This design comes from an exercise in tuning for small area, a short achievable clock period and few clock cycles per item on the open sky130 flow, not from production work.
The RTL was checked by simulation tests, not by an equivalence proof against the original design.
Power figures rest on the tool's default switching activity, not on a simulated workload.

==> inputs of trial 66 <==
Design rram_ternary_cim, start of the top module:
module rram_ternary_cim #(
    parameter ROWS = 16,
    parameter COLS = 16,
    parameter TRIT_WIDTH = 2     
)(
    input  wire                        clk,
    input  wire                        rst_n,
    input  wire [$clog2(ROWS)-1:0]     wr_row,
    input  wire [$clog2(COLS)-1:0]     wr_col,
    input  wire [TRIT_WIDTH-1:0]       wr_data,    
    input  wire                        wr_en,
    input  wire [ROWS*TRIT_WIDTH-1:0]  input_vector,   
    input  wire                        mac_start,
    output wire [COLS*8-1:0]           mac_result,     
    output reg                         mac_done,
    input  wire [$clog2(ROWS)-1:0]     rd_row,
    input  wire [$clog2(COLS)-1:0]     rd_col,
    output wire [TRIT_WIDTH-1:0]       rd_data
);
==> flow/config.mk <==
export PLATFORM = sky130hd
export DESIGN_NAME = rram_ternary_cim
export DESIGN_NICKNAME = rram_ternary_cim
export VERILOG_FILES = /design/flow/design.v
export SDC_FILE = /design/flow/constraint.sdc
export NUM_CORES = 4
export LEC_CHECK = 0
export CAP_MARGIN = 20
export CORE_MARGIN = 2
export CORE_UTILIZATION = 55
export CTS_BUF_LIST = sky130_fd_sc_hd__clkbuf_8
export SETUP_SLACK_MARGIN = 3.8
export SLEW_MARGIN = 20
export SYNTH_HIERARCHICAL = 1
export SYNTH_MINIMUM_KEEP_SIZE = 0
==> flow/constraint.sdc <==
create_clock -name core_clock -period 10.0 [get_ports {clk}]
set_input_delay 2.0000 -clock core_clock [delete_from_list [all_inputs] [get_ports {clk}]]
set_output_delay 2.0000 -clock core_clock [all_outputs]
set_load 0.01 [all_outputs]
standard.sh (not shown) runs the stock make flow with config.mk's settings and CLKGATE_MAP_FILE= SYNTH_SCRIPT=/design/flow/synth_recipe.tcl, a recipe that flattens the netlist after the stock synthesis.
==> flow/flow/run.sh <==
#!/bin/bash
# Layout flow: the standard ORFS flow (standard.sh, all steps), except
# that the port buffers are sky130_fd_sc_hd__buf_2 instead of the buffer
# that buffer_ports picks on its own (a slow delay buffer).
set -e
export BUFFER_PORTS_ARGS="-buffer_cell sky130_fd_sc_hd__buf_2"
bash standard.sh > standard.log 2>&1
==> inputs of trial 53, as changes to trial 66 <==
--- a/flow/design.v
+++ b/flow/design.v
@@ -97,19 +97,14 @@
     input  wire [511:0] xbar,
     input  wire [15:0]  row_vld,
     input  wire [3:0]   rd_row,
     input  wire [3:0]   rd_col,
     output wire [1:0]   rd_data
 );
-    wire [15:0] rh = 16'd1 << rd_row;
+    wire [15:0] rh = (16'd1 << rd_row) & row_vld;
     wire [15:0] ch = 16'd1 << rd_col;
-    wire [1:0] vh;
-    wire vsel_n;
-    cim_ao8 u_v0 (.s(rh[7:0]), .d(row_vld[7:0]), .y(vh[0]));
-    cim_ao8 u_v1 (.s(rh[15:8]), .d(row_vld[15:8]), .y(vh[1]));
-    cim_nor2 u_vn (.a(vh[0]), .b(vh[1]), .y(vsel_n));
     genvar c, b, r, h;
     generate
         for (b = 0; b < 2; b = b + 1) begin : g_b
             wire [31:0] hv;                  
             for (c = 0; c < 16; c = c + 1) begin : g_c
                 wire [15:0] d;
@@ -122,27 +117,30 @@
             wire [3:0] qv;                   
             for (h = 0; h < 4; h = h + 1) begin : g_q
                 cim_ao8 u_q (.s({ch[4*h+3], ch[4*h+3], ch[4*h+2], ch[4*h+2],
                                  ch[4*h+1], ch[4*h+1], ch[4*h], ch[4*h]}),
                              .d(hv[8*h +: 8]), .y(qv[h]));
             end
-            wire [1:0] on;
-            cim_nor2 u_n0 (.a(qv[0]), .b(qv[1]), .y(on[0]));
-            cim_nor2 u_n1 (.a(qv[2]), .b(qv[3]), .y(on[1]));
-            cim_a21oi u_o (.a1(on[0]), .a2(on[1]), .b1(vsel_n), .y(rd_data[b]));
+            cim_or4 u_o (.a(qv), .y(rd_data[b]));
         end
     endgenerate
 endmodule
 module cim_ao8 (input wire [7:0] s, input wire [7:0] d, output wire y);
     assign y = |(s & d);
 endmodule
-module cim_a21oi (input wire a1, input wire a2, input wire b1, output wire y);
-    assign y = ~((a1 & a2) | b1);
+module cim_or4 (input wire [3:0] a, output wire y);
+    wire n0, n1;
+    cim_nor2 u_n0 (.a(a[0]), .b(a[1]), .y(n0));
+    cim_nor2 u_n1 (.a(a[2]), .b(a[3]), .y(n1));
+    cim_nand2 u_y (.a(n0), .b(n1), .y(y));
 endmodule
 module cim_nor2 (input wire a, input wire b, output wire y);
     assign y = ~(a | b);
+endmodule
+module cim_nand2 (input wire a, input wire b, output wire y);
+    assign y = ~(a & b);
 endmodule
 module cim_col (
     input  wire [15:0] xp,
     input  wire [15:0] xn,
     input  wire [31:0] cv,
     output wire [5:0]  sum
@@ -155,14 +153,13 @@
             assign pb[r] = ~((xp[r] & cv[2*r+1]) | (xn[r] & cv[2*r]));
         end
     endgenerate
     wire s0 = pa[0] ^ pb[0];
     wire k0 = pa[0] & pb[0];
     wire s1, k1;
-    cim_fsum u_s1 (.a(pa[1]), .b(pb[1]), .c(pa[2]), .s(s1));
-    cim_maj u_k1 (.a(pa[1]), .b(pb[1]), .c(pa[2]), .y(k1));
+    cim_fa u_s1 (.a(pa[1]), .b(pb[1]), .c(pa[2]), .s(s1), .co(k1));
     wire s2, k2;
     cim_fa u_s2 (.a(pb[2]), .b(pa[3]), .c(pb[3]), .s(s2), .co(k2));
     wire s3, k3;
     cim_fa u_s3 (.a(pa[4]), .b(pb[4]), .c(pa[5]), .s(s3), .co(k3));
     wire s4, k4;
     cim_fa u_s4 (.a(pb[5]), .b(pa[6]), .c(pb[6]), .s(s4), .co(k4));
@@ -176,14 +173,13 @@
     cim_fa u_s8 (.a(pb[11]), .b(pa[12]), .c(pb[12]), .s(s8), .co(k8));
     wire s9, k9;
     cim_fa u_s9 (.a(pa[13]), .b(pb[13]), .c(pa[14]), .s(s9), .co(k9));
     wire s10, k10;
     cim_fa u_s10 (.a(pb[14]), .b(pa[15]), .c(pb[15]), .s(s10), .co(k10));
     wire s11, k11;
-    cim_fsum u_s11 (.a(s0), .b(s1), .c(s2), .s(s11));
-    cim_maj u_k11 (.a(s0), .b(s1), .c(s2), .y(k11));
+    cim_fa u_s11 (.a(s0), .b(s1), .c(s2), .s(s11), .co(k11));
     wire s12, k12;
     cim_fa u_s12 (.a(s3), .b(s4), .c(s5), .s(s12), .co(k12));
     wire s13, k13;
     cim_fa u_s13 (.a(s6), .b(s7), .c(s8), .s(s13), .co(k13));
     wire s14, k14;
     cim_fa u_s14 (.a(s9), .b(s10), .c(s11), .s(s14), .co(k14));
@@ -199,38 +195,29 @@
     cim_fa u_s19 (.a(k8), .b(k9), .c(k10), .s(s19), .co(k19));
     wire s20, k20;
     cim_fa u_s20 (.a(s16), .b(k11), .c(k12), .s(s20), .co(k20));
     wire s21, k21;
     cim_fa u_s21 (.a(k13), .b(s17), .c(s18), .s(s21), .co(k21));
     wire s22, k22;
-    cim_fsum u_s22 (.a(s19), .b(k14), .c(s20), .s(s22));
-    cim_maj u_k22 (.a(s19), .b(k14), .c(s20), .y(k22));
+    cim_fa u_s22 (.a(s19), .b(k14), .c(s20), .s(s22), .co(k22));
     wire s23, k23;
     cim_fa u_s23 (.a(s21), .b(k15), .c(s22), .s(s23), .co(k23));
     wire s24 = k16 ^ k17;
     wire k24 = k16 & k17;
     wire s25, k25;
-    cim_fsum u_s25 (.a(k18), .b(k19), .c(s24), .s(s25));
-    cim_maj u_k25 (.a(k18), .b(k19), .c(s24), .y(k25));
+    cim_fa u_s25 (.a(k18), .b(k19), .c(s24), .s(s25), .co(k25));
     wire s26, k26;
-    cim_fa u_s26 (.a(s25), .b(k20), .c(k21), .s(s26), .co(k26));
+    cim_fa u_s26 (.a(k20), .b(k21), .c(s25), .s(s26), .co(k26));
     wire s27, k27;
     cim_fa u_s27 (.a(k22), .b(s26), .c(k23), .s(s27), .co(k27));
     wire s28, k28;
     cim_fa u_s28 (.a(k24), .b(k25), .c(k26), .s(s28), .co(k28));
     wire s29 = s28 ^ k27;
     wire k29 = s28 & k27;
     assign sum[3:0] = {s29, s27, s23, s15};
     assign sum[4] = ~(k28 ^ k29);
     assign sum[5] = ~(k28 | k29);
 endmodule
-module cim_fsum (input wire a, input wire b, input wire c, output wire s);
-    wire p = a ^ b;
-    assign s = p ^ c;
-endmodule
-module cim_maj (input wire a, input wire b, input wire c, output wire y);
-    assign y = (a & b) | (a & c) | (b & c);
-endmodule
 module cim_fa (input wire a, input wire b, input wire c, output wire s, output wire co);
     assign s = a ^ b ^ c;
     assign co = (a & b) | (a & c) | (b & c);
 endmodule
==> flow/flow/run.sh (replaced) <==
#!/bin/bash
# Layout flow: the standard ORFS flow (standard.sh, all steps), except
# that the port buffers are sky130_fd_sc_hd__buf_2 instead of the buffer
# that buffer_ports picks on its own (a slow delay buffer).
set -e
cp standard.sh standard.sh.txt
export BUFFER_PORTS_ARGS="-buffer_cell sky130_fd_sc_hd__buf_2"
bash standard.sh > standard.log 2>&1
CORE_UTILIZATION = 40   (was 55)
CTS_BUF_LIST = default   (was sky130_fd_sc_hd__clkbuf_8)
==> impl_metrics.py <==
metrics = {
    "power": {
        "pwr-share-comb_pct": 48.7,
    },
    "die": {
        "die_area_mm2": 0.0728,
        "core_area_mm2": 0.0700,
    },
    "cells_and_area": {
        "drive_above_1_share_pct": 18.5,
        "layout_common_cells": "a22oi_1, edfxtp_1, fa_1",
        "clock_cell_area_share_pct": 4.88,
        "utilization_pct": 61.6,
    },
    "synthesis": {
        "synth-compound-area-share_pct": 17.3,
        "synth.cell_area_mm2": 0.0389,
    },
    "run_status": {
        "status": "no timing/DRC/antenna violations",
    },
    "timing": {
        "relSlewSlack_pct": 15.7,
    },
    "worst_setup_path": {
        "critPathMaxStageDelay_ns": 0.43,
    },
    "route": {
        "dr_total_vias": 28700,
    },
    "placed_design": {
        "dp_cells": 3807,
    },
}
-- figures above: trial 66

==> impl_metrics.py <==
metrics = {
    "cells_and_area": {
        "layout_common_cells": "a22oi_1, edfxtp_1, fa_1",
        "clock_cell_area_share_pct": 5.79,
        "drive_above_1_share_pct": 16.2,
    },
    "timing": {
        "relSlewSlack_pct": 18.1,
    },
    "worst_setup_path": {
        "critPathMaxStageDelay_ns": 0.41,
    },
    "route": {
        "wl_met1_um": 48500,
    },
    "die": {
        "die_area_mm2": 0.0966,
        "core_area_mm2": 0.0933,
    },
    "run_status": {
        "status": "no timing/DRC/antenna violations",
    },
    "placed_design": {
        "dp_cells": 4076,
    },
    "synthesis": {
        "synth.cell_area_mm2": 0.0376,
        "synthFlopType": "edfxtp_1",
    },
}
-- figures above: trial 53

Testbench counts of trial 66, summed over its fixed seeds: cycles 1,568, macs 1,536.
Testbench counts of trial 53, summed over its fixed seeds: cycles 1,568, macs 1,536.

what the ideal ports hide:
No port has a modelled driver above. Below, the same layouts with a new extraction and two added sets of constraints.
Step 1 assumes that a clkbuf_16 drives the clock port and a buf_2 every other input.
Step 2 adds t to the input delays and takes it off the output delays; t is the mean of the earliest and latest rising clock arrival at the registers after step 1. Input paths then give back, and output paths get back, about the clock's delay inside the block.
a / b / c = no drivers / after step 1 / after step 2; a / b = the first two.
run | shift t [ns] | setup slack, ns | worst hold slack (ns) | latest minus earliest clock arrival (ns) | slew at the worst register clock pin (ns)
trial 66 | 0.790 | 3.750 / 3.701 / 3.241 | 0.613 / 0.613 / 0.613 | 0.040 / 0.040 | 0.07 / 0.07
trial 53 | 0.697 | 3.665 / 3.615 / 3.429 | 0.590 / 0.590 / 0.590 | 0.029 / 0.029 | 0.07 / 0.07
After both steps every run listed still meets setup and hold. For trial 66, which loses most, drivers alone change the setup slack by -0.049 ns; drivers and shift together by -0.509 ns.
